Background: an optimization exercise with open tools, aiming at small area and a short achievable clock period. Do not read the settings as production practice. Where RTL was checked, it was by simulation tests only, not by an equivalence proof against the original. The RTL of run 3 was laid out without a check of its function. Power and IR drop assume default switching activity.

==> design/flow/design.v <==
`timescale 1ns / 1ps
module nand_needle_8bit (
    input  wire        clk,
    input  wire        rst_n,
    input  wire        step,
    input  wire        player_move,
    input  wire [5:0]  player_from,
    input  wire [5:0]  player_to,
    output reg  [7:0]  remainder,
    output reg  [2:0]  phase,
    output reg         slip_detected,
    output wire [7:0]  needle_mask,
    output reg  [5:0]  ai_from,
    output reg  [5:0]  ai_to,
    output reg         ai_valid
);
function [2:0] start_sq;
    input integer q;
    integer f;
    begin
        f = q % 8;
        case (q / 8)
            0: start_sq = {2'b10, (f == 2 || f == 3 || f == 5) ? 1'b1 : 1'b0};
            1: start_sq = 3'b101;
            6: start_sq = 3'b111;
            7: start_sq = {2'b11, (f == 2 || f == 3 || f == 5) ? 1'b1 : 1'b0};
            default: start_sq = 3'b000;
        endcase
    end
endfunction
function [4:0] enc_pair;
    input [2:0] a;
    input [2:0] b;
    begin
        if (a[2] & b[2])
            enc_pair = {1'b1, a[1:0], b[1:0]};
        else
            enc_pair = {1'b0, a[2], b[2], a[1:0] | b[1:0]};
    end
endfunction
function [5:0] dec_pair;    
    input [4:0] c;
    reg oa, ob;
    begin
        oa = c[4] | c[3];
        ob = c[4] | c[2];
        dec_pair = {oa, c[4] ? c[3:2] : c[1:0], ob, c[1:0]};
    end
endfunction
function [159:0] start_frame;
    input integer dummy;
    integer p;
    begin
        start_frame = 160'd0;
        for (p = 0; p < 32; p = p + 1)
            start_frame[p*5 +: 5] = enc_pair(start_sq(2*p), start_sq(2*p+1));
    end
endfunction
localparam [159:0] START = start_frame(0);
reg [159:0] slot [0:7];
reg [7:0]   fresh;
reg         st_q, mv_q;
reg [5:0]   from_q, to_q;
always @(posedge clk or negedge rst_n) begin
    if (!rst_n) begin
        st_q <= 1'b0;
        mv_q <= 1'b0;
    end else begin
        st_q <= step;
        mv_q <= player_move;
    end
end
always @(posedge clk) begin
    from_q <= player_from;
    to_q   <= player_to;
end
wire [159:0] s0_enc = fresh[0] ? START : slot[0];
wire [63:0] occ0, col0, lsb0;
genvar p;
generate
    for (p = 0; p < 32; p = p + 1) begin : dec0_gen
        wire [5:0] d = dec_pair(s0_enc[p*5 +: 5]);
        assign occ0[2*p]   = d[5];
        assign col0[2*p]   = d[4] & d[5];
        assign lsb0[2*p]   = d[3] & d[5];
        assign occ0[2*p+1] = d[2];
        assign col0[2*p+1] = d[1] & d[2];
        assign lsb0[2*p+1] = d[0] & d[2];
    end
endgenerate
wire       mv_occ = occ0[from_q];
wire       mv_col = col0[from_q];
wire       mv_lsb = lsb0[from_q];
wire [159:0] wb;
generate
    for (p = 0; p < 32; p = p + 1) begin : mv_gen
        wire [2:0] na, nb;
        wire to_a   = mv_q && to_q   == 2*p;
        wire to_b   = mv_q && to_q   == 2*p+1;
        wire from_a = mv_q && from_q == 2*p;
        wire from_b = mv_q && from_q == 2*p+1;
        assign na = to_a ? {mv_occ, mv_col, mv_lsb} : from_a ? 3'b000 :
                    {occ0[2*p], col0[2*p], lsb0[2*p]};
        assign nb = to_b ? {mv_occ, mv_col, mv_lsb} : from_b ? 3'b000 :
                    {occ0[2*p+1], col0[2*p+1], lsb0[2*p+1]};
        assign wb[p*5 +: 5] = enc_pair(na, nb);
    end
endgenerate
integer i;
always @(posedge clk) begin
    if (st_q) begin
        for (i = 0; i < 7; i = i + 1) slot[i] <= slot[i+1];
        slot[7] <= wb;
    end else begin
        slot[0] <= wb;
    end
end
always @(posedge clk or negedge rst_n) begin
    if (!rst_n) begin
        fresh <= 8'hFF;
    end else if (st_q) begin
        fresh <= {1'b0, fresh[7:1]};
    end else begin
        fresh[0] <= 1'b0;
    end
end
wire [63:0] occ1, col1, lsb1;
wire [63:0] occ, col, lsb;
generate
    for (p = 0; p < 32; p = p + 1) begin : dec_gen
        wire [2:0] sa = start_sq(2*p);
        wire [2:0] sb = start_sq(2*p+1);
        wire [5:0] d = fresh[1] ? {sa, sb} : dec_pair(slot[1][p*5 +: 5]);
        assign occ1[2*p]   = d[5];
        assign col1[2*p]   = d[4] & d[5];
        assign lsb1[2*p]   = d[3] & d[5];
        assign occ1[2*p+1] = d[2];
        assign col1[2*p+1] = d[1] & d[2];
        assign lsb1[2*p+1] = d[0] & d[2];
        assign {occ[2*p], col[2*p], lsb[2*p]} = st_q ? {occ1[2*p], col1[2*p], lsb1[2*p]} : mv_gen[p].na;
        assign {occ[2*p+1], col[2*p+1], lsb[2*p+1]} = st_q ? {occ1[2*p+1], col1[2*p+1], lsb1[2*p+1]} : mv_gen[p].nb;
    end
endgenerate
always @(posedge clk or negedge rst_n) begin
    if (!rst_n)
        phase <= 3'd0;
    else if (step)
        phase <= phase + 1'b1;
end
wire [7:0] probe = {lsb[0], lsb[9], lsb[18], lsb[27], lsb[36], lsb[45], lsb[54], lsb[63]};
reg  [6:0] ring0;
wire [7:0] ring_b = {ring0, remainder[0]};
always @(posedge clk or negedge rst_n) begin
    if (!rst_n) begin
        ring0     <= 7'd0;
        remainder <= 8'd0;
    end else if (step) begin
        ring0     <= ~(probe[6:0] & ring_b[6:0]);
        remainder <= ~(probe | ring_b);
    end
end
wire [2:0] fric [0:63];
reg        fz;
genvar s, dr, df;
generate
    for (s = 0; s < 64; s = s + 1) begin : fr_gen
        if ((((s / 8) + (s % 8)) % 2) == 0) begin : ev
            wire [8:0] n_occ, n_opp;
            for (dr = -1; dr <= 1; dr = dr + 1) begin : dr_l
                for (df = -1; df <= 1; df = df + 1) begin : df_l
                    localparam integer K  = (dr + 1) * 3 + (df + 1);
                    localparam integer NR = (s / 8) + dr;
                    localparam integer NF = (s % 8) + df;
                    if (!(dr == 0 && df == 0) && NR >= 0 && NR < 8 && NF >= 0 && NF < 8) begin : nb
                        assign n_occ[K] = occ[NR*8 + NF];
                        assign n_opp[K] = occ[NR*8 + NF] & (col[NR*8 + NF] ^ col[s]);
                    end else begin : nonb
                        assign n_occ[K] = 1'b0;
                        assign n_opp[K] = 1'b0;
                    end
                end
            end
            wire [3:0] sum = n_occ[0] + n_occ[1] + n_occ[2] + n_occ[3] + n_occ[5] +
                             n_occ[6] + n_occ[7] + n_occ[8] +
                             n_opp[0] + n_opp[1] + n_opp[2] + n_opp[3] + n_opp[5] +
                             n_opp[6] + n_opp[7] + n_opp[8];
            wire [2:0] fnew = ~occ[s] ? 3'd0 : sum[3] ? 3'd7 : sum[2:0];
            reg [2:0] fr;
            always @(posedge clk) begin
                if (step) fr <= fnew;
            end
            assign fric[s] = fr;
        end
    end
endgenerate
always @(posedge clk or negedge rst_n) begin
    if (!rst_n)     fz <= 1'b1;
    else if (step)  fz <= 1'b0;
end
wire [5:0] ray_s [0:31];
wire [3:0] ray_l [0:31];
function integer nbits;    
    input integer x;
    integer b;
    begin
        nbits = 0;
        for (b = 0; b < 31; b = b + 1)
            if ((x >> b) != 0) nbits = b + 1;
    end
endfunction
function [5:0] smask;
    input integer m;
    begin
        smask = (1 << nbits(7 * m)) - 1;
    end
endfunction
function [3:0] lmask;
    input integer m;
    begin
        lmask = (1 << nbits(m)) - 1;
    end
endfunction
wire [5:0] U_s [0:8];
wire [3:0] U_l [0:8];
wire [5:0] D_s [0:8];
wire [3:0] D_l [0:8];
assign U_s[8] = 6'd0;
assign U_l[8] = 4'd0;
assign D_s[0] = 6'd0;
assign D_l[0] = 4'd0;
genvar k, j;
generate
    for (k = 0; k < 8; k = k + 1) begin : diag
        assign U_s[k]   = occ[9*k] ? 6'd0 : (U_s[k+1] + fric[9*k]) & smask(8 - k);
        assign U_l[k]   = occ[9*k] ? 4'd0 : (U_l[k+1] + 4'd1)      & lmask(8 - k);
        assign D_s[k+1] = occ[9*k] ? 6'd0 : (D_s[k] + fric[9*k])   & smask(k + 1);
        assign D_l[k+1] = occ[9*k] ? 4'd0 : (D_l[k] + 4'd1)        & lmask(k + 1);
        assign ray_s[0*8 + k] = U_s[k];
        assign ray_l[0*8 + k] = U_l[k];
        assign ray_s[3*8 + k] = D_s[k+1];
        assign ray_l[3*8 + k] = D_l[k+1];
    end
    for (k = 0; k < 8; k = k + 1) begin : anti
        for (dr = 1; dr <= 2; dr = dr + 1) begin : ad
            localparam integer DR = (dr == 1) ? 1 : -1;
            localparam integer DF = -DR;
            localparam integer ML = ((k < 7 - k) ? k : 7 - k) + 1;    
            wire [ML-1:0] t;
            wire [5:0] cs [0:ML];
            wire [3:0] cl [0:ML];
            assign cs[0] = 6'd0;
            assign cl[0] = 4'd0;
            for (j = 0; j < ML; j = j + 1) begin : st
                localparam integer SQ = (k + j*DR) * 8 + (k + j*DF);
                if (j == 0) begin : t0
                    assign t[j] = ~occ[SQ];
                end else begin : tj
                    assign t[j] = t[j-1] & ~occ[SQ];
                end
                assign cs[j+1] = (cs[j] + (t[j] ? fric[SQ] : 3'd0)) & smask(j + 1);
                assign cl[j+1] = (cl[j] + t[j]) & lmask(j + 1);
            end
            assign ray_s[dr*8 + k] = cs[ML];
            assign ray_l[dr*8 + k] = cl[ML];
        end
    end
endgenerate
function [2:0] cdiv;
    input [5:0] sm;
    input integer c;
    begin
        cdiv = (sm >= 7*c) ? 3'd7 : (sm >= 6*c) ? 3'd6 : (sm >= 5*c) ? 3'd5 :
               (sm >= 4*c) ? 3'd4 : (sm >= 3*c) ? 3'd3 : (sm >= 2*c) ? 3'd2 :
               (sm >= c)   ? 3'd1 : 3'd0;
    end
endfunction
function [2:0] qdiv;
    input [5:0] sm;
    input [3:0] ln;
    reg q2, q1, q0;
    reg [5:0] r1;
    reg [4:0] r2;
    begin
        q2 = sm[5:2] >= ln;
        r1 = q2 ? sm - {ln, 2'b00} : sm;
        q1 = r1[4:1] >= ln;
        r2 = q1 ? r1[4:0] - {ln, 1'b0} : r1[4:0];
        q0 = r2[3:0] >= ln;
        qdiv = {q2, q1, q0};
    end
endfunction
function [2:0] qt2;
    input [3:0] sm;
    input [1:0] ln;
    begin
        case ({ln, sm})
            6'd0: qt2 = 3'd7;
            6'd16: qt2 = 3'd0;
            6'd17: qt2 = 3'd1;
            6'd18: qt2 = 3'd2;
            6'd19: qt2 = 3'd3;
            6'd20: qt2 = 3'd4;
            6'd21: qt2 = 3'd5;
            6'd22: qt2 = 3'd6;
            6'd23: qt2 = 3'd7;
            6'd32: qt2 = 3'd0;
            6'd33: qt2 = 3'd0;
            6'd34: qt2 = 3'd1;
            6'd35: qt2 = 3'd1;
            6'd36: qt2 = 3'd2;
            6'd37: qt2 = 3'd2;
            6'd38: qt2 = 3'd3;
            6'd39: qt2 = 3'd3;
            6'd40: qt2 = 3'd4;
            6'd41: qt2 = 3'd4;
            6'd42: qt2 = 3'd5;
            6'd43: qt2 = 3'd5;
            6'd44: qt2 = 3'd6;
            6'd45: qt2 = 3'd6;
            6'd46: qt2 = 3'd7;
            default: qt2 = 3'bxxx;    
        endcase
    end
endfunction
function [2:0] qt3;
    input [4:0] sm;
    input [1:0] ln;
    begin
        case ({ln, sm})
            7'd0: qt3 = 3'd7;
            7'd32: qt3 = 3'd0;
            7'd33: qt3 = 3'd1;
            7'd34: qt3 = 3'd2;
            7'd35: qt3 = 3'd3;
            7'd36: qt3 = 3'd4;
            7'd37: qt3 = 3'd5;
            7'd38: qt3 = 3'd6;
            7'd39: qt3 = 3'd7;
            7'd64: qt3 = 3'd0;
            7'd65: qt3 = 3'd0;
            7'd66: qt3 = 3'd1;
            7'd67: qt3 = 3'd1;
            7'd68: qt3 = 3'd2;
            7'd69: qt3 = 3'd2;
            7'd70: qt3 = 3'd3;
            7'd71: qt3 = 3'd3;
            7'd72: qt3 = 3'd4;
            7'd73: qt3 = 3'd4;
            7'd74: qt3 = 3'd5;
            7'd75: qt3 = 3'd5;
            7'd76: qt3 = 3'd6;
            7'd77: qt3 = 3'd6;
            7'd78: qt3 = 3'd7;
            7'd96: qt3 = 3'd0;
            7'd97: qt3 = 3'd0;
            7'd98: qt3 = 3'd0;
            7'd99: qt3 = 3'd1;
            7'd100: qt3 = 3'd1;
            7'd101: qt3 = 3'd1;
            7'd102: qt3 = 3'd2;
            7'd103: qt3 = 3'd2;
            7'd104: qt3 = 3'd2;
            7'd105: qt3 = 3'd3;
            7'd106: qt3 = 3'd3;
            7'd107: qt3 = 3'd3;
            7'd108: qt3 = 3'd4;
            7'd109: qt3 = 3'd4;
            7'd110: qt3 = 3'd4;
            7'd111: qt3 = 3'd5;
            7'd112: qt3 = 3'd5;
            7'd113: qt3 = 3'd5;
            7'd114: qt3 = 3'd6;
            7'd115: qt3 = 3'd6;
            7'd116: qt3 = 3'd6;
            7'd117: qt3 = 3'd7;
            default: qt3 = 3'bxxx;    
        endcase
    end
endfunction
function [2:0] qt4;
    input [4:0] sm;
    input [2:0] ln;
    begin
        case ({ln, sm})
            8'd0: qt4 = 3'd7;
            8'd32: qt4 = 3'd0;
            8'd33: qt4 = 3'd1;
            8'd34: qt4 = 3'd2;
            8'd35: qt4 = 3'd3;
            8'd36: qt4 = 3'd4;
            8'd37: qt4 = 3'd5;
            8'd38: qt4 = 3'd6;
            8'd39: qt4 = 3'd7;
            8'd64: qt4 = 3'd0;
            8'd65: qt4 = 3'd0;
            8'd66: qt4 = 3'd1;
            8'd67: qt4 = 3'd1;
            8'd68: qt4 = 3'd2;
            8'd69: qt4 = 3'd2;
            8'd70: qt4 = 3'd3;
            8'd71: qt4 = 3'd3;
            8'd72: qt4 = 3'd4;
            8'd73: qt4 = 3'd4;
            8'd74: qt4 = 3'd5;
            8'd75: qt4 = 3'd5;
            8'd76: qt4 = 3'd6;
            8'd77: qt4 = 3'd6;
            8'd78: qt4 = 3'd7;
            8'd96: qt4 = 3'd0;
            8'd97: qt4 = 3'd0;
            8'd98: qt4 = 3'd0;
            8'd99: qt4 = 3'd1;
            8'd100: qt4 = 3'd1;
            8'd101: qt4 = 3'd1;
            8'd102: qt4 = 3'd2;
            8'd103: qt4 = 3'd2;
            8'd104: qt4 = 3'd2;
            8'd105: qt4 = 3'd3;
            8'd106: qt4 = 3'd3;
            8'd107: qt4 = 3'd3;
            8'd108: qt4 = 3'd4;
            8'd109: qt4 = 3'd4;
            8'd110: qt4 = 3'd4;
            8'd111: qt4 = 3'd5;
            8'd112: qt4 = 3'd5;
            8'd113: qt4 = 3'd5;
            8'd114: qt4 = 3'd6;
            8'd115: qt4 = 3'd6;
            8'd116: qt4 = 3'd6;
            8'd117: qt4 = 3'd7;
            8'd128: qt4 = 3'd0;
            8'd129: qt4 = 3'd0;
            8'd130: qt4 = 3'd0;
            8'd131: qt4 = 3'd0;
            8'd132: qt4 = 3'd1;
            8'd133: qt4 = 3'd1;
            8'd134: qt4 = 3'd1;
            8'd135: qt4 = 3'd1;
            8'd136: qt4 = 3'd2;
            8'd137: qt4 = 3'd2;
            8'd138: qt4 = 3'd2;
            8'd139: qt4 = 3'd2;
            8'd140: qt4 = 3'd3;
            8'd141: qt4 = 3'd3;
            8'd142: qt4 = 3'd3;
            8'd143: qt4 = 3'd3;
            8'd144: qt4 = 3'd4;
            8'd145: qt4 = 3'd4;
            8'd146: qt4 = 3'd4;
            8'd147: qt4 = 3'd4;
            8'd148: qt4 = 3'd5;
            8'd149: qt4 = 3'd5;
            8'd150: qt4 = 3'd5;
            8'd151: qt4 = 3'd5;
            8'd152: qt4 = 3'd6;
            8'd153: qt4 = 3'd6;
            8'd154: qt4 = 3'd6;
            8'd155: qt4 = 3'd6;
            8'd156: qt4 = 3'd7;
            default: qt4 = 3'bxxx;    
        endcase
    end
endfunction
function [2:0] qt5;
    input [5:0] sm;
    input [2:0] ln;
    begin
        case ({ln, sm})
            9'd0: qt5 = 3'd7;
            9'd64: qt5 = 3'd0;
            9'd65: qt5 = 3'd1;
            9'd66: qt5 = 3'd2;
            9'd67: qt5 = 3'd3;
            9'd68: qt5 = 3'd4;
            9'd69: qt5 = 3'd5;
            9'd70: qt5 = 3'd6;
            9'd71: qt5 = 3'd7;
            9'd128: qt5 = 3'd0;
            9'd129: qt5 = 3'd0;
            9'd130: qt5 = 3'd1;
            9'd131: qt5 = 3'd1;
            9'd132: qt5 = 3'd2;
            9'd133: qt5 = 3'd2;
            9'd134: qt5 = 3'd3;
            9'd135: qt5 = 3'd3;
            9'd136: qt5 = 3'd4;
            9'd137: qt5 = 3'd4;
            9'd138: qt5 = 3'd5;
            9'd139: qt5 = 3'd5;
            9'd140: qt5 = 3'd6;
            9'd141: qt5 = 3'd6;
            9'd142: qt5 = 3'd7;
            9'd192: qt5 = 3'd0;
            9'd193: qt5 = 3'd0;
            9'd194: qt5 = 3'd0;
            9'd195: qt5 = 3'd1;
            9'd196: qt5 = 3'd1;
            9'd197: qt5 = 3'd1;
            9'd198: qt5 = 3'd2;
            9'd199: qt5 = 3'd2;
            9'd200: qt5 = 3'd2;
            9'd201: qt5 = 3'd3;
            9'd202: qt5 = 3'd3;
            9'd203: qt5 = 3'd3;
            9'd204: qt5 = 3'd4;
            9'd205: qt5 = 3'd4;
            9'd206: qt5 = 3'd4;
            9'd207: qt5 = 3'd5;
            9'd208: qt5 = 3'd5;
            9'd209: qt5 = 3'd5;
            9'd210: qt5 = 3'd6;
            9'd211: qt5 = 3'd6;
            9'd212: qt5 = 3'd6;
            9'd213: qt5 = 3'd7;
            9'd256: qt5 = 3'd0;
            9'd257: qt5 = 3'd0;
            9'd258: qt5 = 3'd0;
            9'd259: qt5 = 3'd0;
            9'd260: qt5 = 3'd1;
            9'd261: qt5 = 3'd1;
            9'd262: qt5 = 3'd1;
            9'd263: qt5 = 3'd1;
            9'd264: qt5 = 3'd2;
            9'd265: qt5 = 3'd2;
            9'd266: qt5 = 3'd2;
            9'd267: qt5 = 3'd2;
            9'd268: qt5 = 3'd3;
            9'd269: qt5 = 3'd3;
            9'd270: qt5 = 3'd3;
            9'd271: qt5 = 3'd3;
            9'd272: qt5 = 3'd4;
            9'd273: qt5 = 3'd4;
            9'd274: qt5 = 3'd4;
            9'd275: qt5 = 3'd4;
            9'd276: qt5 = 3'd5;
            9'd277: qt5 = 3'd5;
            9'd278: qt5 = 3'd5;
            9'd279: qt5 = 3'd5;
            9'd280: qt5 = 3'd6;
            9'd281: qt5 = 3'd6;
            9'd282: qt5 = 3'd6;
            9'd283: qt5 = 3'd6;
            9'd284: qt5 = 3'd7;
            9'd320: qt5 = 3'd0;
            9'd321: qt5 = 3'd0;
            9'd322: qt5 = 3'd0;
            9'd323: qt5 = 3'd0;
            9'd324: qt5 = 3'd0;
            9'd325: qt5 = 3'd1;
            9'd326: qt5 = 3'd1;
            9'd327: qt5 = 3'd1;
            9'd328: qt5 = 3'd1;
            9'd329: qt5 = 3'd1;
            9'd330: qt5 = 3'd2;
            9'd331: qt5 = 3'd2;
            9'd332: qt5 = 3'd2;
            9'd333: qt5 = 3'd2;
            9'd334: qt5 = 3'd2;
            9'd335: qt5 = 3'd3;
            9'd336: qt5 = 3'd3;
            9'd337: qt5 = 3'd3;
            9'd338: qt5 = 3'd3;
            9'd339: qt5 = 3'd3;
            9'd340: qt5 = 3'd4;
            9'd341: qt5 = 3'd4;
            9'd342: qt5 = 3'd4;
            9'd343: qt5 = 3'd4;
            9'd344: qt5 = 3'd4;
            9'd345: qt5 = 3'd5;
            9'd346: qt5 = 3'd5;
            9'd347: qt5 = 3'd5;
            9'd348: qt5 = 3'd5;
            9'd349: qt5 = 3'd5;
            9'd350: qt5 = 3'd6;
            9'd351: qt5 = 3'd6;
            9'd352: qt5 = 3'd6;
            9'd353: qt5 = 3'd6;
            9'd354: qt5 = 3'd6;
            9'd355: qt5 = 3'd7;
            default: qt5 = 3'bxxx;    
        endcase
    end
endfunction
function [2:0] qt6;
    input [5:0] sm;
    input [2:0] ln;
    begin
        case ({ln, sm})
            9'd0: qt6 = 3'd7;
            9'd64: qt6 = 3'd0;
            9'd65: qt6 = 3'd1;
            9'd66: qt6 = 3'd2;
            9'd67: qt6 = 3'd3;
            9'd68: qt6 = 3'd4;
            9'd69: qt6 = 3'd5;
            9'd70: qt6 = 3'd6;
            9'd71: qt6 = 3'd7;
            9'd128: qt6 = 3'd0;
            9'd129: qt6 = 3'd0;
            9'd130: qt6 = 3'd1;
            9'd131: qt6 = 3'd1;
            9'd132: qt6 = 3'd2;
            9'd133: qt6 = 3'd2;
            9'd134: qt6 = 3'd3;
            9'd135: qt6 = 3'd3;
            9'd136: qt6 = 3'd4;
            9'd137: qt6 = 3'd4;
            9'd138: qt6 = 3'd5;
            9'd139: qt6 = 3'd5;
            9'd140: qt6 = 3'd6;
            9'd141: qt6 = 3'd6;
            9'd142: qt6 = 3'd7;
            9'd192: qt6 = 3'd0;
            9'd193: qt6 = 3'd0;
            9'd194: qt6 = 3'd0;
            9'd195: qt6 = 3'd1;
            9'd196: qt6 = 3'd1;
            9'd197: qt6 = 3'd1;
            9'd198: qt6 = 3'd2;
            9'd199: qt6 = 3'd2;
            9'd200: qt6 = 3'd2;
            9'd201: qt6 = 3'd3;
            9'd202: qt6 = 3'd3;
            9'd203: qt6 = 3'd3;
            9'd204: qt6 = 3'd4;
            9'd205: qt6 = 3'd4;
            9'd206: qt6 = 3'd4;
            9'd207: qt6 = 3'd5;
            9'd208: qt6 = 3'd5;
            9'd209: qt6 = 3'd5;
            9'd210: qt6 = 3'd6;
            9'd211: qt6 = 3'd6;
            9'd212: qt6 = 3'd6;
            9'd213: qt6 = 3'd7;
            9'd256: qt6 = 3'd0;
            9'd257: qt6 = 3'd0;
            9'd258: qt6 = 3'd0;
            9'd259: qt6 = 3'd0;
            9'd260: qt6 = 3'd1;
            9'd261: qt6 = 3'd1;
            9'd262: qt6 = 3'd1;
            9'd263: qt6 = 3'd1;
            9'd264: qt6 = 3'd2;
            9'd265: qt6 = 3'd2;
            9'd266: qt6 = 3'd2;
            9'd267: qt6 = 3'd2;
            9'd268: qt6 = 3'd3;
            9'd269: qt6 = 3'd3;
            9'd270: qt6 = 3'd3;
            9'd271: qt6 = 3'd3;
            9'd272: qt6 = 3'd4;
            9'd273: qt6 = 3'd4;
            9'd274: qt6 = 3'd4;
            9'd275: qt6 = 3'd4;
            9'd276: qt6 = 3'd5;
            9'd277: qt6 = 3'd5;
            9'd278: qt6 = 3'd5;
            9'd279: qt6 = 3'd5;
            9'd280: qt6 = 3'd6;
            9'd281: qt6 = 3'd6;
            9'd282: qt6 = 3'd6;
            9'd283: qt6 = 3'd6;
            9'd284: qt6 = 3'd7;
            9'd320: qt6 = 3'd0;
            9'd321: qt6 = 3'd0;
            9'd322: qt6 = 3'd0;
            9'd323: qt6 = 3'd0;
            9'd324: qt6 = 3'd0;
            9'd325: qt6 = 3'd1;
            9'd326: qt6 = 3'd1;
            9'd327: qt6 = 3'd1;
            9'd328: qt6 = 3'd1;
            9'd329: qt6 = 3'd1;
            9'd330: qt6 = 3'd2;
            9'd331: qt6 = 3'd2;
            9'd332: qt6 = 3'd2;
            9'd333: qt6 = 3'd2;
            9'd334: qt6 = 3'd2;
            9'd335: qt6 = 3'd3;
            9'd336: qt6 = 3'd3;
            9'd337: qt6 = 3'd3;
            9'd338: qt6 = 3'd3;
            9'd339: qt6 = 3'd3;
            9'd340: qt6 = 3'd4;
            9'd341: qt6 = 3'd4;
            9'd342: qt6 = 3'd4;
            9'd343: qt6 = 3'd4;
            9'd344: qt6 = 3'd4;
            9'd345: qt6 = 3'd5;
            9'd346: qt6 = 3'd5;
            9'd347: qt6 = 3'd5;
            9'd348: qt6 = 3'd5;
            9'd349: qt6 = 3'd5;
            9'd350: qt6 = 3'd6;
            9'd351: qt6 = 3'd6;
            9'd352: qt6 = 3'd6;
            9'd353: qt6 = 3'd6;
            9'd354: qt6 = 3'd6;
            9'd355: qt6 = 3'd7;
            9'd384: qt6 = 3'd0;
            9'd385: qt6 = 3'd0;
            9'd386: qt6 = 3'd0;
            9'd387: qt6 = 3'd0;
            9'd388: qt6 = 3'd0;
            9'd389: qt6 = 3'd0;
            9'd390: qt6 = 3'd1;
            9'd391: qt6 = 3'd1;
            9'd392: qt6 = 3'd1;
            9'd393: qt6 = 3'd1;
            9'd394: qt6 = 3'd1;
            9'd395: qt6 = 3'd1;
            9'd396: qt6 = 3'd2;
            9'd397: qt6 = 3'd2;
            9'd398: qt6 = 3'd2;
            9'd399: qt6 = 3'd2;
            9'd400: qt6 = 3'd2;
            9'd401: qt6 = 3'd2;
            9'd402: qt6 = 3'd3;
            9'd403: qt6 = 3'd3;
            9'd404: qt6 = 3'd3;
            9'd405: qt6 = 3'd3;
            9'd406: qt6 = 3'd3;
            9'd407: qt6 = 3'd3;
            9'd408: qt6 = 3'd4;
            9'd409: qt6 = 3'd4;
            9'd410: qt6 = 3'd4;
            9'd411: qt6 = 3'd4;
            9'd412: qt6 = 3'd4;
            9'd413: qt6 = 3'd4;
            9'd414: qt6 = 3'd5;
            9'd415: qt6 = 3'd5;
            9'd416: qt6 = 3'd5;
            9'd417: qt6 = 3'd5;
            9'd418: qt6 = 3'd5;
            9'd419: qt6 = 3'd5;
            9'd420: qt6 = 3'd6;
            9'd421: qt6 = 3'd6;
            9'd422: qt6 = 3'd6;
            9'd423: qt6 = 3'd6;
            9'd424: qt6 = 3'd6;
            9'd425: qt6 = 3'd6;
            9'd426: qt6 = 3'd7;
            default: qt6 = 3'bxxx;    
        endcase
    end
endfunction
wire [31:0] rv;
wire [2:0]  rq [0:31];
genvar n;
generate
    for (n = 0; n < 32; n = n + 1) begin : qg
        localparam integer D  = n / 8;
        localparam integer K  = n % 8;
        localparam integer ML = (D == 0) ? 8 - K : (D == 3) ? K + 1 :
                                ((K < 7 - K) ? K : 7 - K) + 1;
        assign rv[n] = ray_l[n] != 4'd0;
        if (ML == 1) begin : q1
            assign rq[n] = ray_s[n][2:0];
        end else if (ML == 2) begin : q2
            assign rq[n] = qt2(ray_s[n][3:0], ray_l[n][1:0]);
        end else if (ML == 3) begin : q3
            assign rq[n] = qt3(ray_s[n][4:0], ray_l[n][1:0]);
        end else if (ML == 4) begin : q4
            assign rq[n] = qt4(ray_s[n][4:0], ray_l[n][2:0]);
        end else if (ML == 5) begin : q5
            assign rq[n] = qt5(ray_s[n][5:0], ray_l[n][2:0]);
        end else if (ML == 6) begin : q6
            assign rq[n] = qt6(ray_s[n][5:0], ray_l[n][2:0]);
        end else begin : qr
            assign rq[n] = qdiv(ray_s[n], ray_l[n]);
        end
    end
endgenerate
reg [2:0]  mn;
reg [31:0] cand;
reg        anyv;
reg [3:0]  dir4;
always @(*) begin
    cand = rv;
    anyv = |rv;
    for (integer b = 2; b >= 0; b = b - 1) begin
        reg [31:0] bits;
        for (integer m = 0; m < 32; m = m + 1) bits[m] = rq[m][b];
        mn[b] = ~|(cand & ~bits);
        cand = cand & ~(bits ^ {32{mn[b]}});
    end
    if (fz) begin
        mn = 3'd0;
        cand = rv;
    end
    dir4[0] = |cand[7:0];
    dir4[1] = ~dir4[0] & |cand[15:8];
    dir4[2] = ~dir4[0] & ~dir4[1] & |cand[23:16];
    dir4[3] = ~dir4[0] & ~dir4[1] & ~dir4[2] & |cand[31:24];
end
reg [3:0] prev_e, curr_e;
reg [3:0] mask4;
wire [3:0] min_e = anyv ? {1'b0, mn} : 4'd12;
wire slip_now = ({1'b0, curr_e} + 5'd2) <= {1'b0, prev_e};
always @(posedge clk or negedge rst_n) begin
    if (!rst_n) begin
        prev_e        <= 4'd10;
        curr_e        <= 4'd10;
        slip_detected <= 1'b0;
        mask4         <= 4'd0;
    end else if (step) begin
        curr_e <= min_e;
        prev_e <= curr_e;
        if (slip_now) begin
            slip_detected <= 1'b1;
            mask4         <= dir4;
        end
    end
end
assign needle_mask = {4'd0, mask4};
always @(posedge clk or negedge rst_n) begin
    if (!rst_n) begin
        ai_from  <= 6'd0;
        ai_to    <= 6'd0;
        ai_valid <= 1'b0;
    end else if (step && slip_detected) begin
        ai_from  <= remainder[7:2];
        ai_to    <= remainder[7:2] + {2'b00, mask4};
        ai_valid <= 1'b1;
    end else begin
        ai_valid <= 1'b0;
    end
end
endmodule
==> design/flow/run.sh <==
#!/bin/bash
# synth_recipe.tcl (not shown) runs the flow's synth.tcl, then flattens the netlist and writes it again
# the make line also repeats each setting of config.mk as NAME=value (left out here)
make -C /OpenROAD-flow-scripts/flow DESIGN_CONFIG=/design/flow/config.mk WORK_HOME=/design/flow/orfs CLKGATE_MAP_FILE= SYNTH_SCRIPT=/design/flow/synth_recipe.tcl finish
==> design/flow/config.mk <==
export PLATFORM = sky130hd
export DESIGN_NAME = nand_needle_8bit
export DESIGN_NICKNAME = nand_needle_8bit
export VERILOG_FILES = /design/flow/design.v
export SDC_FILE = /design/flow/constraint.sdc
export NUM_CORES = 4
export LEC_CHECK = 0
export ABC_AREA = 1
export CAP_MARGIN = 20
export CORE_MARGIN = 2
export CORE_UTILIZATION = 60
export CTS_CLUSTER_DIAMETER = 80
export CTS_CLUSTER_SIZE = 20
export PLACE_DENSITY = 0.7
export SLEW_MARGIN = 20
==> design/flow/constraint.sdc <==
create_clock -name core_clock -period 110.0 [get_ports {clk}]
set_input_delay 22.0000 -clock core_clock [delete_from_list [all_inputs] [get_ports {clk}]]
set_output_delay 22.0000 -clock core_clock [all_outputs]
set_load 0.01 [all_outputs]
==> run notes, run 1 <==
The largest fanout on the critical path is 4. The worst endpoint required time came out at 88.00 ns. In the layout the commonest cells are 1,674 x sky130_fd_sc_hd__nand2_1, 1,295 x sky130_fd_sc_hd__inv_1, 1,216 x sky130_fd_sc_hd__edfxtp_1.

The worst slew margin relative to its limit came out at 0.1975. The placer congestion estimate is 1.144. The number of buffers inserted by port buffering came out at 44. Counting every instance in the synthesized netlist gives 7,956.

The clock tree buffer depth is 3. The total area inside the core boundary comes to 0.1295 mm^2. The clock reaches the later pin of the worst-skew pair after 0.76 ns. The standby leakage power came out at 36.67 nW. The final-report setup violation count came out at 0. The clock sink total came out at 1,443. The number of global-route vias before repair is 54,607. Among all flip-flop cells after synthesis, the most frequent one is sky130_fd_sc_hd__edfxtp_1. The fraction of the core area covered by cells at the end of the flow is 0.6487.

The final setup TNS is 0 ns. The run finished with no timing, DRC or antenna violations. The synthesized area per cell is 9.836 um^2. The number of primary I/O pins is 49.

Power spread over the standard cell area amounts to 24.47 mW/mm^2. Synthesis inferred 1,443 register bits. The compound-gate portion of the synthesized area came to 0.1015. The TritonCTS clock tree is built.

Leaving out fill and tap cells, the most frequent cell in the layout is sky130_fd_sc_hd__nand2_1. After synthesis, the share of flip-flops with an asynchronous set or reset is 0.03812. The synthesis-to-layout area growth came out at 7.337%.

The critical path data arrival time came out at 1.71 ns. The buffer and inverter count on the worst path came out at 1. The number of max-slew violations in the final report came to 0. The iteration-0 DRC count of the detailed router is 7,070. The via-per-instance ratio is 5.885. The total standard cell area after synthesis is 0.07826 mm^2. For this run, the total global-route usage over all layers was measured as 0.3465. The post-CTS setup buffer count is 0. The iteration count of the initial detailed-routing pass came out at 7. The critical path is of the register to output port type. The total clock buffers created by CTS is 90. The starting utilization of the core area came out at 0.6044. The post-DP HPWL is 172.7 mm.

Of the total synthesized cell area, the portion taken by XOR and XNOR cells is 0.01197. Clock-pin slew was measured on the worst setup and hold paths at 0.09 ns. The final hold violation count came out at 0. The total number of placement rows is 132. The fraction of final layout cells with drive strength greater than 1 is 0.05327. The height of the die is 365.2 um. The peak supply drop came out at 0.01836 mV. The number of library cell types mapped by synthesis came out at 77. The remaining design rule violation count is 0.

The register area share after synthesis is 0.5284. The post-route antenna net violation count is 0. The critical path goes through clkdlybuf4s50_1. The final layout net count is 8,649. The transition time at the pin with the least slew margin came out at 1.191 ns.

Global routing finished with a remaining overflow of 0. The slowest stage of the critical path belongs to the cell sky130_fd_sc_hd__clkdlybuf4s50_1. The area fraction in and, or, nand and nor cells after synthesis came out at 0.1555.

The wire length of the first global-routing pass came out at 340.0 mm. The setup skew after layout is 0.08134 ns. The type of origin of the critical path is a register. The share of synthesized area spent on multiplexers is 0.0001279. The achievable frequency came out at 0.04218 GHz. The top cell family by delay on the critical path is buffers and inverters. The portion of the clock cycle consumed by the worst path in the final layout is 0.2155. The total wirelength of the detailed-routed design came out at 231.6 mm. The worst hold slack came out at 0.4070 ns. The pin count of the biggest net entering global routing is 209. Setup repair after global routing left no endpoint under its margin.

The area share of fa/ha/maj cells after synthesis is 0.1275. The kind of path behind the tightest hold check is register to register. The worst setup path is captured at an output port. Counting flops with a built-in enable in the synthesized netlist gives 1,216.

The average wire per standard cell is 23.50 um. The die covers 0.1333 mm^2. During synthesis, Yosys emitted a total of 2 warnings. In this run, post-CTS hold repair placed 0 buffers. The vias after detailed routing is 57,992.

In this run the horizontal extent of the chip is 365.2 um. The initial antenna violation count came to 5. After synthesis, the largest family of logic cells by area is simple AND/OR/NAND/NOR gates.

The delay of the slowest cell on the worst path is 0.59 ns. The clock period minus final worst setup slack came out at 23.71 ns. The count of max-cap constraint violations came out at 0. The root cell of the clock tree is sky130_fd_sc_hd__clkbuf_16. The clock tree synthesis step divided the H-tree into 3 levels.

In this run, post-CTS repair resized a total of 0 instances.
-- per-layer routing --
layer,global-route usage,share of wire
met5,0,0.00011
met4,0.2032,0.071
met3,0.06849,0.093
met2,0.5128,0.43
met1,0.4786,0.41
-- stage by stage --
| step | instances | setup slack, ns | power [W] | cell area [um^2] |
|---|---|---|---|---|
| floorplan | 7959 | 75.46 | 0.001436 | 78270 |
| global placement | 9680 | 86.30 | 0.001649 | 81020 |
| finish | 9855 | 86.29 | 0.002055 | 84000 |
| detailed placement | 9681 | 86.22 | 0.001689 | 81020 |
| CTS | 9851 | 86.23 | 0.002048 | 83960 |
| global route | 9853 | 86.23 | 0.002211 | 84000 |
-- logic make-up (layout without fill, tap and decap cells) --
group | Yosys count | after routing
muxes | 1 | 1
buffers and inverters | 1527 | 1678
AOI/OAI and AO/OA | 1366 | 1366
xor gates and xnor gates | 107 | 107
other | 1 | 7
and+or+nand+nor | 2910 | 2910
DFF | 1443 | 1443
adders and majority gates | 601 | 601
-- worst paths after layout --
path	start	endpoint	slack, ns	cells past startpoint
setup / recovery	remainder[3]	remainder[3]	86.29	1
hold / removal	slot[2][103]	slot[1][103]	0.41	0
setup reg to reg	from_q[0]	mask4[2]	92.67	90
hold reg to reg	slot[2][103]	slot[1][103]	0.41	0
max in group asynchronous	rst_n	st_q	87.90	2
min in group asynchronous	rst_n	mv_q	21.43	2
-- final cells by class --
class	count	area, um^2
antenna	3	7.507
clock buffer	141	2465
clock inverter	29	469.2
fill	10419	45480
inverter	1340	5035
multi-input combinational	4989	31070
sequential	1443	41350
tap	1742	2180
timing repair buffer	168	1418
-- registers in the layout, indices dropped and copies added, names as in the netlist --
register,cells
slot,1280
fr_gen.ev.fr,96
fresh,8
remainder,8
ring0,7
ai_from,6
ai_to,6
from_q,6
to_q,6
curr_e,4
mask4,4
prev_e,4
phase,3
ai_valid,1
fz,1
mv_q,1
slip_detected,1
st_q,1
-- power breakdown --
group	internal, W	leakage [nW]	total, W	switching, W
Clock	0.000168	1.38	0.000356	0.000189
Sequential	0.000694	14.1	0.000731	0.0000365
Combinational	0.000358	21.2	0.000968	0.000610
-- cell usage after synthesis, types with 28 or more instances --
library cell	count	area share
sky130_fd_sc_hd__o21ai_1	46	0.0029
sky130_fd_sc_hd__xor2_1	51	0.0057
sky130_fd_sc_hd__buf_2	28	0.0018
sky130_fd_sc_hd__a31oi_1	70	0.0056
sky130_fd_sc_hd__buf_1	34	0.0016
sky130_fd_sc_hd__a21oi_1	379	0.024
sky130_fd_sc_hd__inv_1	1296	0.062
sky130_fd_sc_hd__ha_1	274	0.044
sky130_fd_sc_hd__fa_1	327	0.084
sky130_fd_sc_hd__o211ai_1	56	0.0054
sky130_fd_sc_hd__o21ai_0	471	0.030
sky130_fd_sc_hd__dfxtp_1	172	0.044
sky130_fd_sc_hd__nor2_1	624	0.030
sky130_fd_sc_hd__edfxtp_1	1216	0.47
sky130_fd_sc_hd__or2_2	50	0.0040
sky130_fd_sc_hd__dfrtp_1	42	0.013
sky130_fd_sc_hd__nand4_1	39	0.0031
sky130_fd_sc_hd__inv_2	30	0.0014
sky130_fd_sc_hd__nand2_1	1676	0.080
sky130_fd_sc_hd__o22ai_1	122	0.0098
sky130_fd_sc_hd__xnor2_1	56	0.0063
sky130_fd_sc_hd__clkbuf_1	105	0.0050
sky130_fd_sc_hd__nor3_1	89	0.0057
sky130_fd_sc_hd__nand3_1	313	0.020
sky130_fd_sc_hd__o221ai_1	32	0.0036
-- worst register-to-register path, delay by kind of cell (launching register included) --
kind	cells	cell delay [ns]
xor+xnor	1	0.14
flops	1	0.32
buf+inv	18	3.58
simple gates	50	7.08
fa+ha+maj	9	3.27
compound gates	12	2.83
==> run 2: changes to the inputs <==
==> design/flow/flow/run.sh (new file) <==
#!/bin/bash
# The standard layout (standard.sh: standard synthesis and ORFS flow),
# with one change: the port buffers that buffer_ports inserts are buf_4
# cells instead of the slow delay cell it picks by default.
set -euo pipefail
export BUFFER_PORTS_ARGS="-buffer_cell sky130_fd_sc_hd__buf_4"
bash standard.sh finish > standard_flow.log 2>&1
==> design/flow/standard.sh (new file) <==
#!/bin/bash
# synth_recipe.tcl (not shown) runs the flow's synth.tcl, then flattens the netlist and writes it again
# the make line also repeats each setting of config.mk as NAME=value (left out here)
make -C /OpenROAD-flow-scripts/flow DESIGN_CONFIG=/design/flow/config.mk WORK_HOME=/design/flow/orfs CLKGATE_MAP_FILE= SYNTH_SCRIPT=/design/flow/synth_recipe.tcl "${@:-finish}"
removed: design/flow/run.sh
==> run notes, run 2 <==
The flow ran to the end and the layout has no timing, DRC or antenna violations. The delay of the slowest cell on the worst path came out at 0.61 ns (+0.02 ns). Tracing the worst setup path back leads to its startpoint at step. The critical hold path startpoint is slot[4][155]. The path with the worst hold slack has its endpoint at slot[3][155]. The register-to-register setup slack is 92.25 ns (-0.42 ns). The number of buffers inserted by port buffering is 44 (unchanged). The library cell used most frequently in the layout, excluding fill and tap cells, is sky130_fd_sc_hd__nand2_1. The post-synthesis sequential element count came out at 1,443 (unchanged). In this run the critical register-to-register path is captured at mask4[3]. The synthesized netlist cell count came out at 7,956 (unchanged). The clock tree buffer depth came out at 3 (unchanged). The height of the die came out at 365.2 um (unchanged). The number of gates given a new drive strength after cts came to 0 (unchanged).

The count of flip-flops with a built-in enable after synthesis came out at 1,216 (unchanged). The internal power of the cells is 0.001215 W (-0.43%). The slowest stage of the critical path belongs to the cell sky130_fd_sc_hd__buf_4. The register area share after synthesis came out at 0.5284 (unchanged).

The placeable core area came out at 0.1295 mm^2 (unchanged). The count of synthesis-stage warnings from yosys came to 2 (unchanged). The worst reg2reg path depth came to 91 (+1.1%).

The portion of the clock cycle consumed by the worst path in the final layout is 0.2131 (-0.002471). The most used standard cell by instance count after synthesis is sky130_fd_sc_hd__nand2_1. The worst endpoint required time is 110.63 ns (+22.63 ns). Ranked by instance count, the synthesized netlist is headed by 1,676 x sky130_fd_sc_hd__nand2_1, 1,296 x sky130_fd_sc_hd__inv_1, 1,216 x sky130_fd_sc_hd__edfxtp_1. The vias after detailed routing came out at 58,206 (+0.37%). The initial antenna violation count came out at 5 (unchanged). The fraction of final layout cells with drive strength greater than 1 came out at 0.05739 (+0.004119). The highest routing layer actually used is met5. The width of the die came out at 365.2 um (unchanged).

In the final layout, the registers with the most flip-flops are slot (1280), fr_gen.ev.fr (96). The iteration count of the initial detailed-routing pass was 8 (+1). The combined flip-flop and latch cell area came out at 0.04135 mm^2 (unchanged). The switching component of the power is 0.0008368 W (+0.22%).

The worst register-to-register path begins at fresh[0]. The final-report setup violation count is 0 (unchanged). The post-CTS setup buffer count is 0 (unchanged). The number of cells in the finished layout apart from fillers is 9,847 (-0.081%). The cell taking the most area after synthesis is sky130_fd_sc_hd__edfxtp_1. The sum of internal, switching and leakage power is 0.002052 W (-0.17%). The critical path data arrival time came to 24.07 ns (+22.36 ns). The share of the synthesized area in the top cell type came out at 0.4666 (unchanged). The final setup TNS is 0 ns (unchanged).

The achievable frequency came out at 0.04267 GHz (+1.2%). The routed length on met3 came out at 20.85 mm (-3.3%). The total standard cell area after synthesis came out at 0.07826 mm^2 (unchanged). TritonCTS built the clock tree. The count of max-cap constraint violations came to 0 (unchanged). The remaining design rule violation count came to 0 (unchanged). Broken down by cell family, the worst path's largest delay share belongs to buffers and inverters. The buffer and inverter count on the worst path is 3 (+2). The final layout net count came out at 8,645 (-0.046%).

The total wirelength of the detailed-routed design is 230.6 mm (-0.40%). The peak supply drop is 0.01944 mV (+5.9%). The wire length on met2 came out at 98.55 mm (-0.38%). The multi-input logic area is 0.03107 mm^2 (about the same). The setup skew after layout came out at 0.06636 ns (-0.01499 ns). The clock network latency to the later pin of the worst-skew pair came out at 0.75 ns (about the same). The largest fanout on the critical path is 52 (+48). The total routing resource utilization after global routing is 0.3456 (-0.0009141).

The clock sink total came to 1,443 (unchanged). The kind of path behind the tightest hold check is register to register. The fraction of registers with async set/reset is 0.03812 (unchanged). The post-DP HPWL came to 174.1 mm (+0.81%).

The fraction of power spent switching nets came to 0.4078 (+0.001588). The number of fill cells in the layout is 10,410 (-0.086%). The register ranked first by flip-flop count is slot. The average wire per standard cell came to 23.42 um (-0.32%).

The worst hold slack is 0.3822 ns (-0.02485 ns). The wire length of the first global-routing pass came out at 339.0 mm (-0.29%). The via-per-instance ratio is 5.911 (+0.45%). The clock group share of total power is 0.168 (-0.005). The number of primary I/O pins was 49 (unchanged). By startpoint and endpoint, the worst setup path is classified as primary input to register.

The sequential fraction of design power is 0.356 (about the same). The logic gate share of total power came out at 0.476 (+0.005). Clock tree synthesis selected as its root buffer the cell sky130_fd_sc_hd__clkbuf_16. The number of library cell types mapped by synthesis is 77 (unchanged). The final hold violation count is 0 (unchanged).

The total number of H-tree levels came to 3 (unchanged). Setup repair after global routing left no endpoint under its margin. The standby leakage power came out at 36.65 nW (about the same). The critical path goes through buf_6, buf_4, buf_4, o311ai_0, mux2i_1. The clock period minus final worst setup slack came out at 23.44 ns (-0.2718 ns). Relative to the synthesized area, the layout overhead comes to 6.990%. In the layout the commonest cells are 1,674 x sky130_fd_sc_hd__nand2_1, 1,295 x sky130_fd_sc_hd__inv_1, 1,216 x sky130_fd_sc_hd__edfxtp_1.

The CTS clock-pin slew for the worst setup and hold paths is 0.08 ns (about the same). The remaining global-route overflow is 0 (unchanged). The number of max-slew violations in the final report is 0 (unchanged).

Sorting the synthesized cells by area gives the leading types as sky130_fd_sc_hd__edfxtp_1 47%, sky130_fd_sc_hd__fa_1 8.4%, sky130_fd_sc_hd__nand2_1 8.0%, sky130_fd_sc_hd__inv_1 6.2%, sky130_fd_sc_hd__dfxtp_1 4.4%. The count of cells along the worst hold path came out at 0 (unchanged). The number of global-route vias before repair came out at 54,818 (+0.39%).

The post-route antenna net violation count is 0 (unchanged). The routed length on met1 is 93.86 mm (-0.80%). The synthesized area per cell was 9.836 um^2 (unchanged). The pin count of the biggest net entering global routing is 204 (-2.4%).

The area enclosed by the die boundary came to 0.1333 mm^2 (unchanged). The iteration-0 DRC count of the detailed router came to 7,275 (+2.9%). The number of flip-flops under the largest register name is 1,280 (unchanged). The cts-stage hold buffer count is 0 (unchanged). The total number of placement rows came out at 132 (unchanged). Among all flip-flop cells after synthesis, the most frequent one is sky130_fd_sc_hd__edfxtp_1.

The power per standard cell area came to 24.51 mW/mm^2 (+0.16%). The starting utilization of the core area came out at 0.6044 (unchanged). The total clock buffers created by CTS came out at 89 (-1.1%). STA classifies the critical path startpoint as a primary input. STA classifies the critical path endpoint as a register.

The placed instance count came out at 9,679 (-0.021%). The worst slew margin relative to its limit came to 0.1702 (-0.02728). The placer congestion estimate is 1.093 (-4.5%). The transition time at the pin with the least slew margin came out at 1.232 ns (+0.04050 ns). The cell repeated most along the worst path is sky130_fd_sc_hd__buf_4.
==> run 2: cell counts after synthesis <==
Identical to the previous run, type by type.
==> run 2: layer usage <==
| metal | up-vias | global-route usage |
|---|---|---|
| met3 | 670 | 0.05234 |
| li1 | 26653 | - |
| met5 | - | 0 |
| met2 | 3064 | 0.5151 |
| met1 | 27809 | 0.4788 |
| met4 | 10 | 0.2173 |
==> run 2: power groups by stage <==
stage / Clock, W / Combinational (W) / Sequential, W
global placement: 0 / 0.000912 / 0.000739
global route: 0.000368 / 0.00110 / 0.000737
CTS: 0.000351 / 0.000962 / 0.000731
finish: 0.000344 / 0.000977 / 0.000731
floorplan: 0 / 0.000685 / 0.000751
detailed placement: 0 / 0.000956 / 0.000742
==> run 2: worst reg2reg max path, delay by kind of cell (launching register included) <==
family                     cells  cell delay, ns
and+or+nand+nor               49            6.68
buffers and inverters         18            4.04
DFF                            1            0.55
AOI/OAI and AO/OA             13            2.94
xor gates and xnor gates       2            0.42
adders and majority gates      9            3.07
==> run 2: layout make-up <==
class | instances | area share
Sequential cell | 1443 | 0.4939
Multi-Input combinational cell | 4989 | 0.3711
Inverter | 1340 | 0.06013
Clock buffer | 144 | 0.02983
Tap cell | 1742 | 0.02603
Timing Repair Buffer | 165 | 0.01538
Clock inverter | 22 | 0.003542
Antenna cell | 2 | 0.00005977
==> run 2: how the worst max path moves through the flow <==
stage | endpoint | cells after the start
after floorplan | mask4[2] | 73
after global placement | remainder[0] | 5
after detailed placement | remainder[0] | 5
after CTS | remainder[0] | 5
after global routing | remainder[0] | 5
final | remainder[0] | 5
==> run 2: through the flow <==
step,area [um^2],worst slack (ns),utilization
finish,83730,86.56,0.6466
CTS,83720,86.58,0.6465
global route,83720,86.44,0.6466
floorplan,78270,75.46,-
global placement,80920,85.94,0.6250
detailed placement,80920,85.82,0.6250
==> run 2: logic make-up after synthesis <==
family | share of synthesized area
and+or+nand+nor | 0.1555
buffers and inverters | 0.07503
DFF | 0.5284
AOI/OAI and AO/OA | 0.1015
adders and majority gates | 0.1275
xor gates and xnor gates | 0.01198
other | 0.00004792
muxes | 0.0001279
==> run 3: changes to the inputs <==
--- a/design/flow/design.v
+++ b/design/flow/design.v
@@ -199,25 +199,16 @@
 end
 wire [5:0] ray_s [0:31];
 wire [3:0] ray_l [0:31];
-function integer nbits;    
-    input integer x;
-    integer b;
-    begin
-        nbits = 0;
-        for (b = 0; b < 31; b = b + 1)
-            if ((x >> b) != 0) nbits = b + 1;
-    end
-endfunction
 function [5:0] smask;
     input integer m;
     begin
-        smask = (1 << nbits(7 * m)) - 1;
+        smask = (1 << $clog2(7 * m + 1)) - 1;
     end
 endfunction
 function [3:0] lmask;
     input integer m;
     begin
-        lmask = (1 << nbits(m)) - 1;
+        lmask = (1 << $clog2(m + 1)) - 1;
     end
 endfunction
 wire [5:0] U_s [0:8];
@@ -245,23 +236,17 @@
             localparam integer DR = (dr == 1) ? 1 : -1;
             localparam integer DF = -DR;
             localparam integer ML = ((k < 7 - k) ? k : 7 - k) + 1;    
-            wire [ML-1:0] t;
             wire [5:0] cs [0:ML];
             wire [3:0] cl [0:ML];
-            assign cs[0] = 6'd0;
-            assign cl[0] = 4'd0;
+            assign cs[ML] = 6'd0;
+            assign cl[ML] = 4'd0;
             for (j = 0; j < ML; j = j + 1) begin : st
                 localparam integer SQ = (k + j*DR) * 8 + (k + j*DF);
-                if (j == 0) begin : t0
-                    assign t[j] = ~occ[SQ];
-                end else begin : tj
-                    assign t[j] = t[j-1] & ~occ[SQ];
-                end
-                assign cs[j+1] = (cs[j] + (t[j] ? fric[SQ] : 3'd0)) & smask(j + 1);
-                assign cl[j+1] = (cl[j] + t[j]) & lmask(j + 1);
+                assign cs[j] = occ[SQ] ? 6'd0 : (cs[j+1] + fric[SQ]) & smask(ML - j);
+                assign cl[j] = occ[SQ] ? 4'd0 : (cl[j+1] + 4'd1)     & lmask(ML - j);
             end
-            assign ray_s[dr*8 + k] = cs[ML];
-            assign ray_l[dr*8 + k] = cl[ML];
+            assign ray_s[dr*8 + k] = cs[0];
+            assign ray_l[dr*8 + k] = cl[0];
         end
     end
 endgenerate
==> design/flow/run.sh (new file) <==
#!/bin/bash
# synth_recipe.tcl (not shown) runs the flow's synth.tcl, then flattens the netlist and writes it again
# the make line also repeats each setting of config.mk as NAME=value (left out here)
make -C /OpenROAD-flow-scripts/flow DESIGN_CONFIG=/design/flow/config.mk WORK_HOME=/design/flow/orfs CLKGATE_MAP_FILE= SYNTH_SCRIPT=/design/flow/synth_recipe.tcl finish
--- a/design/flow/config.mk
+++ b/design/flow/config.mk
@@ -9,7 +9,7 @@
 export CAP_MARGIN = 20
 export CORE_MARGIN = 2
 export CORE_UTILIZATION = 60
-export CTS_CLUSTER_DIAMETER = 80
-export CTS_CLUSTER_SIZE = 20
+export CTS_CLUSTER_DIAMETER = 100
+export CTS_CLUSTER_SIZE = 30
 export PLACE_DENSITY = 0.7
 export SLEW_MARGIN = 20
removed: design/flow/flow/run.sh
removed: design/flow/standard.sh
==> run notes, run 3 <==
The run finished with no timing, DRC or antenna violations. The iteration-0 DRC count of the detailed router came out at 7,023 (-3.5%). The worst reg2reg path depth came to 86 (-5.5%).

The peak supply drop came out at 0.02734 mV (+41%). The tree is rooted in a sky130_fd_sc_hd__clkbuf_16. The number of max-slew violations in the final report came out at 0 (unchanged). The via-per-instance ratio is 5.871 (-0.67%). The count of cells along the worst hold path was 0 (unchanged).

The standby leakage power is 36.14 nW (-1.4%). The count of flip-flops with a built-in enable after synthesis is 1,216 (unchanged). In this run the critical register-to-register path is captured at mask4[1]. Leaving out fill and tap cells, the most frequent cell in the layout is sky130_fd_sc_hd__nand2_1. The height of the die is 366.1 um (+0.25%). The cts-stage hold buffer count is 0 (unchanged). The pin count of the biggest net entering global routing is 184 (-9.8%). The number of primary I/O pins came out at 49 (unchanged). The width of the die is 366.1 um (+0.25%).

Walking the worst path, the cells encountered are clkdlybuf4s50_1. The initial antenna violation count came to 4 (-1). The fraction of final layout cells with drive strength greater than 1 is 0.04191 (-0.01548). The worst slew margin relative to its limit is 0.1426 (-0.02753). The fraction of registers with async set/reset came out at 0.03812 (unchanged). The total routing resource utilization after global routing came out at 0.3293 (-0.01627).

The power per standard cell area is 24.13 mW/mm^2 (-1.5%). The placer congestion estimate is 1.011 (-7.5%). The CTS clock-pin slew for the worst setup and hold paths is 0.11 ns (+0.03 ns). The register ranked first by flip-flop count is slot. The clock network latency to the later pin of the worst-skew pair is 0.75 ns (about the same). Setup repair after global routing left no endpoint under its margin. The clock sink total was 1,443 (unchanged). On the critical path, the stage with the largest delay is an instance of sky130_fd_sc_hd__clkdlybuf4s50_1. The final-report setup violation count is 0 (unchanged). TritonCTS built the clock tree.

The number of buffers inserted by port buffering is 44 (unchanged). The register-to-register setup slack came out at 92.23 ns (-0.02 ns). The number of global-route vias before repair was 55,231 (+0.75%).

For hold timing, the worst endpoint is slot[2][86]. The final setup TNS came out at 0 ns (unchanged). The achievable frequency is 0.04211 GHz (-1.3%). The register area share after synthesis came to 0.5258 (-0.002614). The total wirelength of the detailed-routed design came out at 223.8 mm (-3.0%). The remaining global-route overflow came out at 0 (unchanged). The post-CTS setup buffer count is 0 (unchanged). The average wire per standard cell came to 22.54 um (-3.8%). The total cell area at the placement stage came out at 0.08146 mm^2 (+0.66%). The remaining design rule violation count came out at 0 (unchanged).

The post-synthesis sequential element count came out at 1,443 (unchanged). The final hold violation count was 0 (unchanged). The delay of the slowest cell on the worst path came to 0.57 ns (-0.04 ns). In this run the most critical hold path is launched from slot[3][86].

The count of max-cap constraint violations came out at 0 (unchanged). The buffer and inverter count on the worst path came out at 1 (-2). The placeable core area is 0.1298 mm^2 (+0.26%). The count of synthesis-stage warnings from yosys came out at 2 (unchanged).

By area the synthesized netlist is led by sky130_fd_sc_hd__edfxtp_1 46%, sky130_fd_sc_hd__nand2_1 8.1%, sky130_fd_sc_hd__fa_1 7.8%, sky130_fd_sc_hd__inv_1 6.2%, sky130_fd_sc_hd__ha_1 4.8%. The total number of H-tree levels was 2 (-1). The kind of path behind the tightest hold check is register to register. The number of gates given a new drive strength after cts came out at 0 (unchanged). The share of the synthesized area in the top cell type is 0.4643 (-0.002309).

The post-route antenna net violation count was 0 (unchanged). The wire length of the first global-routing pass came out at 334.3 mm (-1.4%). The critical path data arrival time was 1.75 ns (-22.32 ns).

The synthesized netlist cell count is 8,098 (+1.8%). The total number of placement rows is 132 (unchanged). The top cell family by delay on the critical path is buffers and inverters.

The portion of the clock cycle consumed by the worst path in the final layout came out at 0.2159 (+0.002809). The number of library cell types mapped by synthesis came to 68 (-12%). The largest fanout on the critical path came out at 4 (-92%). The number of flip-flops under the largest register name is 1,280 (unchanged). Among all cell types in the netlist, the one instantiated most often is sky130_fd_sc_hd__nand2_1. The worst setup path is captured at an output port.

The clock tree buffer depth came out at 3 (unchanged). The worst endpoint required time was 88.00 ns (-22.63 ns). The startpoint of the worst register-to-register path is fresh[0]. The synthesized area per cell came out at 9.712 um^2 (-1.3%).

The largest total area in the synthesized netlist belongs to sky130_fd_sc_hd__edfxtp_1. For this run, the leading register cell type out of synthesis is sky130_fd_sc_hd__edfxtp_1. The post-DP HPWL is 169.6 mm (-2.6%). After synthesis, the most frequently instantiated cells are 1,700 x sky130_fd_sc_hd__nand2_1, 1,309 x sky130_fd_sc_hd__inv_1, 1,216 x sky130_fd_sc_hd__edfxtp_1. The kind of critical path is register to output port.

The total standard cell area after synthesis is 0.07865 mm^2 (+0.50%). The transition time at the pin with the least slew margin is 1.286 ns (+0.05431 ns). The starting utilization of the core area was 0.6058 (+0.001460). The setup skew after layout came out at 0.04678 ns (-0.01958 ns).

The library cells used most frequently in the layout, excluding fill and tap cells, are 1,700 x sky130_fd_sc_hd__nand2_1, 1,307 x sky130_fd_sc_hd__inv_1, 1,216 x sky130_fd_sc_hd__edfxtp_1. The vias after detailed routing is 58,291 (+0.15%). The clock period minus final worst setup slack is 23.75 ns (+0.3090 ns). The total clock buffers created by CTS came out at 58 (-35%). The area enclosed by the die boundary is 0.1340 mm^2 (+0.49%). The synthesis-to-layout area growth is 5.958%. The type of origin of the critical path is a register. The iteration count of the initial detailed-routing pass came out at 6 (-2).

The finished layout cell area came out at 0.08333 mm^2 (-0.47%). The largest registers in the layout are slot (1280), fr_gen.ev.fr (96). The final layout net count came out at 8,760 (+1.3%).
## run 3: metrics by stage
step | hold slack [ns] | util | instances | total power [W] | setup slack (ns)
final | 0.3965 | 0.6419 | 9928 | 0.002011 | 86.25
after global routing | 0.3975 | 0.6419 | 9927 | 0.002175 | 86.20
after floorplan | 0.4003 | - | 8101 | 0.001483 | 76.06
after detailed placement | 0.4045 | 0.6275 | 9816 | 0.001734 | 86.25
after CTS | 0.3904 | 0.6416 | 9926 | 0.002008 | 86.22
after global placement | 0.4002 | 0.6275 | 9816 | 0.001687 | 86.27
## run 3: worst max-delay path by stage
stage	to	slack, ns	depth (start not counted)	startpoint
2_1_floorplan	mask4[1]	76.06	71	st_q
3_3_place_gp	ai_to[5]	86.27	6	step
6_report	remainder[5]	86.25	1	remainder[5]
3_5_place_dp	ai_to[5]	86.25	6	step
5_1_grt	remainder[5]	86.20	1	remainder[5]
4_1_cts	remainder[4]	86.22	1	remainder[4]
## run 3: kinds of logic (layout without fill, tap and decap cells)
group / after synthesis / in the layout / synth area share
buf+inv: 1539 / 1623 / 0.07474
flops: 1443 / 1443 / 0.5258
compound gates: 1416 / 1416 / 0.1045
simple gates: 2969 / 2969 / 0.1554
mux: 3 / 3 / 0.0003818
xor+xnor: 118 / 118 / 0.01314
fa+ha+maj: 609 / 609 / 0.1260
other cells: 1 / 5 / 0.00004768
## run 3: final cells by class
| cell class | instances | area (um^2) |
|---|---|---|
| fillers | 10556 | 46480 |
| flip-flops and latches | 1443 | 41350 |
| multi-input cells | 5119 | 31480 |
| inverters | 1342 | 5045 |
| well taps | 1742 | 2180 |
| clock buffers | 97 | 1620 |
| repair buffers | 171 | 1435 |
| clock inverters | 13 | 214.0 |
| diodes | 1 | 2.502 |
## run 3: per-layer routing
layer  share of wire  vias to the layer above  routed length, um  track usage
li1                -                    27043                  -            -
met1            0.42                    28007              94800       0.4663
met2            0.44                     2749              97630       0.5030
met3           0.089                      488              19850      0.05489
met4           0.051                        4              11460       0.1477
met5         0.00012                        -                 27            0
## run 3: report_power, final
| part | internal [W] | switching (W) | leakage (nW) | total (W) |
|---|---|---|---|---|
| Sequential | 0.000695 | 0.0000388 | 14.1 | 0.000734 |
| Clock | 0.000106 | 0.000166 | 0.871 | 0.000272 |
| Combinational | 0.000381 | 0.000625 | 21.2 | 0.00101 |
| Total | 0.00118 | 0.000829 | 36.1 | 0.00201 |

==> what the ideal ports hide <==
The results above use ideal ports. As a check the final layouts listed here were re-extracted and re-timed, cells and wires unchanged.
Step 1 assumes that a clkbuf_16 drives the clock port and a buf_2 every other input.
Step 2 times the ports against the registers' clock, not the clock port: input delays grow and output delays shrink by t, the midpoint of the rising clock arrivals with the driver on.
Slacks: ideal ports / drivers / drivers and shift; pairs: ideal ports / drivers.
run | t, ns | slack for setup (ns) | worst data-port slew with drivers (ns)
run 1 | 0.805 | 86.291 / 86.210 / 86.129 | 0.06
run 2 | 0.803 | 86.563 / 86.581 / 85.777 | 0.06
run 3 | 0.805 | 86.254 / 86.171 / 86.134 | 0.13
After both steps every run listed still meets setup and hold. The setup slack of run 2, which loses most, moves by +0.018 ns with the drivers and by -0.786 ns with both steps.
